Source: an optimization exercise on an open RTL-to-GDS flow (aim: small area and a short achievable clock period). Production flows keep margins and buffers that such runs may drop. At most, simulation tests tie the RTL to the original design; equivalence was not proved. No driver is modelled on the clock port, so clocking that relies on it looks cheaper here than on a real chip.

Design MultiTop, start of the top module:
module MultiTop(
    input             clk,
    input      [31:0] a,
    input      [31:0] b,
    output reg [31:0] prod
);
Size: roughly 96 flip-flops, ~12000 um2 of cells after synthesis.
==> flow/config.mk <==
export PLATFORM = sky130hd
export DESIGN_NAME = MultiTop
export DESIGN_NICKNAME = MultiTop
export VERILOG_FILES = /design/flow/design.v
export SDC_FILE = /design/flow/constraint.sdc
export NUM_CORES = 4
export LEC_CHECK = 0
export CAP_MARGIN = 20
export CORE_MARGIN = 2
export CORE_UTILIZATION = 40
export SLEW_MARGIN = 72
export SYNTH_HIERARCHICAL = 1
export SYNTH_MINIMUM_KEEP_SIZE = 0
==> flow/constraint.sdc <==
create_clock -name core_clock -period 17.0 [get_ports {clk}]
set_input_delay 3.4000 -clock core_clock [delete_from_list [all_inputs] [get_ports {clk}]]
set_output_delay 3.4000 -clock core_clock [all_outputs]
set_load 0.01 [all_outputs]
standard.sh (not shown) runs the stock make flow with config.mk's settings and CLKGATE_MAP_FILE= SYNTH_SCRIPT=/design/flow/synth_recipe.tcl, a recipe that flattens the netlist after the stock synthesis.
==> flow/flow/run.sh <==
#!/bin/bash
# The standard layout (the standard.sh, standard synthesis included), with these changes:
# - buffer_ports puts buf_1 cells on the ports rather than clkdlybuf4s50_1 delay cells;
# - CTS runs without latency balancing between the two clock nets (-delay_buffer_derate 0
#   -no_insertion_delay), so that it keeps that skew rather than padding the other registers'
#   clock to match it.
# The make output goes to standard.log; ORFS keeps each step's own log under orfs/logs/.
set -euo pipefail
SKEW_CELLS="sky130_fd_sc_hd__clkdlybuf4s15_1" \
  bash standard.sh BUFFER_PORTS_ARGS="-buffer_cell sky130_fd_sc_hd__buf_1" \
    PRE_CTS_TCL="$(pwd)/flow/skew.tcl" \
    CTS_ARGS="-sink_clustering_enable -repair_clock_nets -delay_buffer_derate 0 -no_insertion_delay -buf_list sky130_fd_sc_hd__clkbuf_8" \
    finish > standard.log 2>&1
==> flow/flow/skew.tcl <==
set block [ord::get_db_block]
set db [ord::get_db]
set clk [$block findNet clk]
set cells [split $::env(SKEW_CELLS) ","]
set flops {}
set sx 0.0
set sy 0.0
foreach i [$block getInsts] {
  if {[string match "prod*" [$i getName]] && [string match "sky130_fd_sc_hd__df*" [[$i getMaster] getName]]} {
    lappend flops $i
    set bb [$i getBBox]
    set sx [expr {$sx + [$bb xMin]}]
    set sy [expr {$sy + [$bb yMin]}]
  }
}
set nf [llength $flops]
puts "skew: $nf product registers"
if {$nf != 32} { error "skew: expected 32 product registers, found $nf" }
set cx [expr {int($sx / $nf)}]
set cy [expr {int($sy / $nf)}]
set prev $clk
set k 0
foreach c $cells {
  set m [$db findMaster $c]
  if {$m eq "NULL" || $m eq ""} { error "skew: no master $c" }
  set inst [odb::dbInst_create $block $m skew_dly_$k]
  set net [odb::dbNet_create $block clk_prod_$k]
  $net setSigType CLOCK
  [$inst findITerm A] connect $prev
  [$inst findITerm X] connect $net
  $inst setLocation $cx $cy
  $inst setPlacementStatus PLACED
  set prev $net
  incr k
}
foreach i $flops {
  set it [$i findITerm CLK]
  $it disconnect
  $it connect $prev
}
puts "skew: product registers now clocked from [$prev getName] through $k cells"
detailed_placement
==> next run, changes <==
--- a/flow/flow/run.sh
+++ b/flow/flow/run.sh
@@ -7,5 +7,5 @@
 # The make output goes to standard.log; ORFS keeps each step's own log under orfs/logs/.
 set -euo pipefail
-SKEW_CELLS="sky130_fd_sc_hd__clkdlybuf4s15_1" \
+SKEW_CELLS="sky130_fd_sc_hd__clkdlybuf4s18_1" \
   bash standard.sh BUFFER_PORTS_ARGS="-buffer_cell sky130_fd_sc_hd__buf_1" \
     PRE_CTS_TCL="$(pwd)/flow/skew.tcl" \
=>
- final area does not change
- clock skew went up by 0.014 ns
- routed wire length is unchanged
- via count is unchanged
- sequential share of layout area does not change
- utilization stays the same
- worst setup slack got worse by 0.014 ns
- sequential cell count stays the same
- synthesized area stays the same
==> next run, changes <==
--- a/flow/flow/run.sh
+++ b/flow/flow/run.sh
@@ -7,7 +7,7 @@
 # The make output goes to standard.log; ORFS keeps each step's own log under orfs/logs/.
 set -euo pipefail
-SKEW_CELLS="sky130_fd_sc_hd__clkdlybuf4s18_1" \
+SKEW_CELLS="sky130_fd_sc_hd__clkdlybuf4s15_1" \
   bash standard.sh BUFFER_PORTS_ARGS="-buffer_cell sky130_fd_sc_hd__buf_1" \
     PRE_CTS_TCL="$(pwd)/flow/skew.tcl" \
-    CTS_ARGS="-sink_clustering_enable -repair_clock_nets -delay_buffer_derate 0 -no_insertion_delay -buf_list sky130_fd_sc_hd__clkbuf_8" \
+    CTS_ARGS="-sink_clustering_enable -repair_clock_nets -delay_buffer_derate 0 -no_insertion_delay -buf_list sky130_fd_sc_hd__clkbuf_8 sky130_fd_sc_hd__clkbuf_16" \
     finish > standard.log 2>&1
The new run aborted during clock tree synthesis.
Area after synthesis stays the same.
Synthesized cell count does not change.


MultiTop, a different RTL version from the one above (not shown whole).
For scale: about 1100 cells after synthesis, ~96 flip-flops, about 97 I/O pins, ~12000 um^2 of cells after synthesis.
Settings: LEC_CHECK=0, CAP_MARGIN=20, CORE_MARGIN=2, CORE_UTILIZATION=40, SLEW_MARGIN=70, SYNTH_HIERARCHICAL=1, SYNTH_MINIMUM_KEEP_SIZE=0; clock period 17.0 ns.
run.sh (not shown) runs the stock make flow with config.mk's settings and CLKGATE_MAP_FILE= SYNTH_SCRIPT=/design/flow/synth_recipe.tcl, a recipe that flattens the netlist after the stock synthesis.
Stock flow here: none of the scripts above is used.
The baseline completed without violations.
Next try:
Settings changed: SLEW_MARGIN 70 to 75.
Via count stays flat.
Count of clock-buffer cells in the layout does not change.
Non-clock buffer count climbs by 6.
Worst hold slack degrades by 180 ps.
Clock skew hardly moves.
Worst setup slack improves by 370 ps.
Maximum frequency climbs by 6.5%.
Next try:
Settings changed: SLEW_MARGIN 75 to 85.
First-iteration DRC count grows to 3.0 times its value.
Core utilization grows by 38 points.
Maximum frequency shrinks by about a fifth.
Critical path depth grows by 4.
Final area grows by well over a third.
Routed wire length grows to 2.6 times its value.
Next try:
Settings changed: CORE_UTILIZATION 40 to 60, SLEW_MARGIN 85 to 75.
Outcome: Worst setup slack improved by 1300 ps. Critical path depth fell by 4. Wire length shrinks by about 60%.
No functional check of the RTL was part of any run of this note.


v30:
Another version of the RTL of MultiTop (not shown whole).
Size: roughly 1,100 cells after synthesis, ~96 flip-flops, about 97 I/O pins, ~12,000 um2 of cells after synthesis.
==> flow/design.v (excerpt) <==
module MultiTop(
    input             clk,
    input      [31:0] a,
    input      [31:0] b,
    output reg [31:0] prod
);
    reg  [31:0] a_q;
    reg  [31:0] b_q;
    wire [31:0] p;
    Multi multi(
        .a(a_q),
        .b(b_q),
        .prod(p)
    );
    always @(posedge clk) begin
        a_q  <= a;
        b_q  <= b;
        prod <= p;
    end
endmodule
==> flow/config.mk <==
export PLATFORM = sky130hd
export DESIGN_NAME = MultiTop
export DESIGN_NICKNAME = MultiTop
export VERILOG_FILES = /design/flow/design.v
export SDC_FILE = /design/flow/constraint.sdc
export NUM_CORES = 4
export LEC_CHECK = 0
export CAP_MARGIN = 20
export CORE_MARGIN = 2
export CORE_UTILIZATION = 40
export SLEW_MARGIN = 72
export SYNTH_HIERARCHICAL = 1
export SYNTH_MINIMUM_KEEP_SIZE = 0
==> flow/constraint.sdc <==
create_clock -name core_clock -period 17.0 [get_ports {clk}]
set_input_delay 3.4000 -clock core_clock [delete_from_list [all_inputs] [get_ports {clk}]]
set_output_delay 3.4000 -clock core_clock [all_outputs]
set_load 0.01 [all_outputs]
standard.sh (not shown) runs the stock make flow with config.mk's settings and CLKGATE_MAP_FILE= SYNTH_SCRIPT=/design/flow/synth_recipe.tcl, a recipe that flattens the netlist after the stock synthesis.
==> flow/flow/run.sh <==
#!/bin/bash
set -euo pipefail
SKEW_CELLS="sky130_fd_sc_hd__clkdlybuf4s18_1" \
  bash standard.sh BUFFER_PORTS_ARGS="-buffer_cell sky130_fd_sc_hd__buf_1" PRE_CTS_TCL="$(pwd)/flow/skew.tcl" CTS_ARGS="-sink_clustering_enable -repair_clock_nets -delay_buffer_derate 0 -no_insertion_delay" finish > standard.log 2>&1
Scripts as last shown in full above: flow/flow/skew.tcl
--- input diff v30..v50 ---
==> flow/flow/run.sh <==
#!/bin/bash
# The standard layout (the standard.sh, standard synthesis included), except that the
# buffers buffer_ports puts on every input and output port are buf_1 cells rather than the
# clkdlybuf4s50_1 delay cells it picks by default. The make output goes to standard.log;
# ORFS keeps each step's own log under orfs/logs/.
set -euo pipefail
bash standard.sh BUFFER_PORTS_ARGS="-buffer_cell sky130_fd_sc_hd__buf_1" finish > standard.log 2>&1
-- flow/config.mk --
<<< v30, line 9
export CORE_MARGIN = 2
export CORE_UTILIZATION = 40
export SLEW_MARGIN = 72
export SYNTH_HIERARCHICAL = 1
>>> v50, line 9
export CORE_MARGIN = 2
export CORE_UTILIZATION = 35
export SLEW_MARGIN = 75
export SYNTH_HIERARCHICAL = 1
removed: flow/flow/skew.tcl
==> notes.md <==
- Of the two values seen for type of the worst setup path, flop to flop was produced by v50 and flop to output port by v30.
- | HPWL after detailed placement | higher: v50 |
- Combined area of the multi-input logic cells up 0.36% in v50 wrt v30
Modified inputs, v28 compared to v50
==> flow/flow/run.sh <==
#!/bin/bash
set -euo pipefail
SKEW_CELLS="sky130_fd_sc_hd__clkdlybuf4s15_1" \
  bash standard.sh BUFFER_PORTS_ARGS="-buffer_cell sky130_fd_sc_hd__buf_1" PRE_CTS_TCL="$(pwd)/flow/skew.tcl" CTS_ARGS="-sink_clustering_enable -repair_clock_nets -delay_buffer_derate 0 -no_insertion_delay" finish > standard.log 2>&1
==> flow/flow/skew.tcl (new file) <==
set block [ord::get_db_block]
set db [ord::get_db]
set clk [$block findNet clk]
set cells [split $::env(SKEW_CELLS) ","]
set flops {}
set sx 0.0
set sy 0.0
foreach i [$block getInsts] {
  if {[string match "prod*" [$i getName]] && [string match "sky130_fd_sc_hd__df*" [[$i getMaster] getName]]} {
    lappend flops $i
    set bb [$i getBBox]
    set sx [expr {$sx + [$bb xMin]}]
    set sy [expr {$sy + [$bb yMin]}]
  }
}
set nf [llength $flops]
puts "skew: $nf product registers"
if {$nf != 32} { error "skew: expected 32 product registers, found $nf" }
set cx [expr {int($sx / $nf)}]
set cy [expr {int($sy / $nf)}]
set prev $clk
set k 0
foreach c $cells {
  set m [$db findMaster $c]
  if {$m eq "NULL" || $m eq ""} { error "skew: no master $c" }
  set inst [odb::dbInst_create $block $m skew_dly_$k]
  set net [odb::dbNet_create $block clk_prod_$k]
  $net setSigType CLOCK
  [$inst findITerm A] connect $prev
  [$inst findITerm X] connect $net
  $inst setLocation $cx $cy
  $inst setPlacementStatus PLACED
  set prev $net
  incr k
}
foreach i $flops {
  set it [$i findITerm CLK]
  $it disconnect
  $it connect $prev
}
puts "skew: product registers now clocked from [$prev getName] through $k cells"
detailed_placement
-- flow/config.mk --
<<< v50, line 9
export CORE_MARGIN = 2
export CORE_UTILIZATION = 35
export SLEW_MARGIN = 75
export SYNTH_HIERARCHICAL = 1
>>> v28, line 9
export CORE_MARGIN = 2
export CORE_UTILIZATION = 40
export SLEW_MARGIN = 72
export SYNTH_HIERARCHICAL = 1
## What came out
| number of DRC markers after the initial detailed-route iteration | v28 vs v50 | worse |. v28 ended with every stage complete and zero timing, DRC or antenna violations. v50 leaves less setup margin than v28. On global routing met2 resource utilization: between v28 and v50, it ends up lower for v50. Compared with v50, v28 shows cell count that has gone down by a few percent. Detailed-placement wirelength estimate, v28 vs v50: down by a few percent.
What v4 does differently from v28 at the input level:
==> flow/flow/run.sh <==
#!/bin/bash
# The standard layout (the standard.sh, standard synthesis included), except that the
# buffers buffer_ports puts on every input and output port are buf_1 cells rather than the
# clkdlybuf4s50_1 delay cells it picks by default. The make output goes to standard.log;
# ORFS keeps each step's own log under orfs/logs/.
set -euo pipefail
bash standard.sh BUFFER_PORTS_ARGS="-buffer_cell sky130_fd_sc_hd__buf_1" finish > standard.log 2>&1
-- flow/config.mk --
<<< v28, line 10
export CORE_UTILIZATION = 40
export SLEW_MARGIN = 72
export SYNTH_HIERARCHICAL = 1
>>> v4, line 10
export CORE_UTILIZATION = 40
export SLEW_MARGIN = 77
export SYNTH_HIERARCHICAL = 1
removed: flow/flow/skew.tcl
--- outcome ---
Higher final non-filler cell area goes to v4 over v28. Critical path depth in cells up 1 in v4 wrt v28. Per the comparison of v4 with v28, instance count after placement with tap cells included now sits higher; final critical-path setup slack down 0.55 ns; instance area after placement went up about 1.1%. In the tables for v28 and v4, utilization after layout reads lower with v28. Looking at met3 global-route usage, v4 sits 0.79 points above v28.
> inputs changed (v4 -> v17)
==> flow/flow/run.sh <==
#!/bin/bash
set -euo pipefail
SKEW_CELLS="sky130_fd_sc_hd__clkdlybuf4s15_1" \
  bash standard.sh BUFFER_PORTS_ARGS="-buffer_cell sky130_fd_sc_hd__buf_1" PRE_CTS_TCL="$(pwd)/flow/skew.tcl" CTS_ARGS="-sink_clustering_enable -repair_clock_nets -delay_buffer_derate 0 -no_insertion_delay" finish > standard.log 2>&1
==> flow/flow/skew.tcl (new file) <==
set block [ord::get_db_block]
set db [ord::get_db]
set clk [$block findNet clk]
set cells [split $::env(SKEW_CELLS) ","]
set flops {}
set sx 0.0
set sy 0.0
foreach i [$block getInsts] {
  if {[string match "prod*" [$i getName]] && [string match "sky130_fd_sc_hd__df*" [[$i getMaster] getName]]} {
    lappend flops $i
    set bb [$i getBBox]
    set sx [expr {$sx + [$bb xMin]}]
    set sy [expr {$sy + [$bb yMin]}]
  }
}
set nf [llength $flops]
puts "skew: $nf product registers"
if {$nf != 32} { error "skew: expected 32 product registers, found $nf" }
set cx [expr {int($sx / $nf)}]
set cy [expr {int($sy / $nf)}]
set prev $clk
set k 0
foreach c $cells {
  set m [$db findMaster $c]
  if {$m eq "NULL" || $m eq ""} { error "skew: no master $c" }
  set inst [odb::dbInst_create $block $m skew_dly_$k]
  set net [odb::dbNet_create $block clk_prod_$k]
  $net setSigType CLOCK
  [$inst findITerm A] connect $prev
  [$inst findITerm X] connect $net
  $inst setLocation $cx $cy
  $inst setPlacementStatus PLACED
  set prev $net
  incr k
}
foreach i $flops {
  set it [$i findITerm CLK]
  $it disconnect
  $it connect $prev
}
puts "skew: product registers now clocked from [$prev getName] through $k cells"
detailed_placement
-- flow/config.mk --
<<< v4, line 10
export CORE_UTILIZATION = 40
export SLEW_MARGIN = 77
export SYNTH_HIERARCHICAL = 1
>>> v17, line 10
export CORE_UTILIZATION = 40
export CTS_BUF_LIST = sky130_fd_sc_hd__clkbuf_8
export SLEW_MARGIN = 72
export SYNTH_HIERARCHICAL = 1
- Cmp v4 and v17 / via count normalized by instance count / lower: v4
The inputs of v52 differ from those of v17 as listed below.
==> flow/flow/run.sh <==
#!/bin/bash
set -euo pipefail
SKEW_CELLS="sky130_fd_sc_hd__clkdlybuf4s50_1" \
  bash standard.sh BUFFER_PORTS_ARGS="-buffer_cell sky130_fd_sc_hd__buf_1" PRE_CTS_TCL="$(pwd)/flow/skew.tcl" CTS_ARGS="-sink_clustering_enable -repair_clock_nets -delay_buffer_derate 0 -no_insertion_delay" finish > standard.log 2>&1
-- flow/config.mk --
<<< v17, line 10
export CORE_UTILIZATION = 40
export CTS_BUF_LIST = sky130_fd_sc_hd__clkbuf_8
export SLEW_MARGIN = 72
>>> v52, line 10
export CORE_UTILIZATION = 40
export SLEW_MARGIN = 72
### Flow results
- v17 has higher worst hold slack than v52.
- v17 and v52 ended up with nearly the same wire length per cell.
- Per the comparison of v52 with v17, total global-route track usage about even; area added between synthesis and finish neither gained nor lost much.
- Global-route wire length before repair of v52 is on par with v17.
- Routed wire length delta (v52 -> v17): insignificant
- On via count, v17 and v52 are basically level.
- Against v17 as the reference, v52 delivers a higher count of hold buffers inserted by post-cts repair.
- Diff v17..v52 | pin count of the biggest net entering global routing | unchanged

-- afterwards: timing with drivers on the ports --
How much do the figures lean on ideal ports? The routed layouts below were timed once more, with nothing changed but the port constraints. Step 1 (the two cells are an assumption about what drives the block):
set clk [get_ports {clk}]
set_driving_cell -lib_cell sky130_fd_sc_hd__clkbuf_16 $clk
set_driving_cell -lib_cell sky130_fd_sc_hd__buf_2 [delete_from_list [all_inputs] $clk]
Step 2, shift: input delay + t, output delay - t, t = (earliest + latest rising clock arrival at the registers) / 2. This alone moves slack from input paths to output paths. Three values: no drivers, after step 1, after step 2; two values: the first two.
| run | t (ns) | slack for setup (ns) | worst setup path after step 2 | latest minus earliest clock arrival (ns) | slew at the worst register clock pin (ns) |
|---|---|---|---|---|---|
| the first run of note 1 | 0.731 | 12.104 / 12.063 / 12.222 | register to register | 0.636 / 0.636 | 0.10 / 0.10 |
| the second run of note 1 | 0.739 | 12.089 / 12.048 / 12.237 | register to register | 0.651 / 0.651 | 0.10 / 0.10 |
| the first run of note 2 | 0.424 | 11.029 / 11.029 / 11.029 | register to register | 0.011 / 0.011 | 0.08 / 0.08 |
| the second run of note 2 | 0.426 | 11.395 / 11.395 / 11.395 | register to register | 0.010 / 0.009 | 0.08 / 0.08 |
| the third run of note 2 | 0.457 | 9.973 / 9.973 / 9.973 | register to register | 0.018 / 0.019 | 0.10 / 0.10 |
| the fourth run of note 2 | 0.412 | 11.259 / 11.259 / 11.259 | register to register | 0.018 / 0.018 | 0.09 / 0.09 |
| v30 | 0.713 | 12.149 / 12.099 / 12.150 | register to register | 0.639 / 0.639 | 0.08 / 0.08 |
| v50 | 0.427 | 11.482 / 11.482 / 11.482 | register to register | 0.014 / 0.014 | 0.08 / 0.08 |
| v28 | 0.706 | 12.136 / 12.113 / 12.136 | register to register | 0.626 / 0.626 | 0.08 / 0.08 |
| v4 | 0.433 | 11.581 / 11.581 / 11.581 | register to register | 0.014 / 0.014 | 0.08 / 0.08 |
| v17 | 0.706 | 12.136 / 12.113 / 12.136 | register to register | 0.626 / 0.626 | 0.08 / 0.08 |
| v52 | 0.855 | 11.865 / 11.815 / 12.432 | register to register | 0.927 / 0.927 | 0.08 / 0.08 |
In 6 of these runs the clock reaches the registers at very different times; t lies between them, and the last value is a rough guide only.
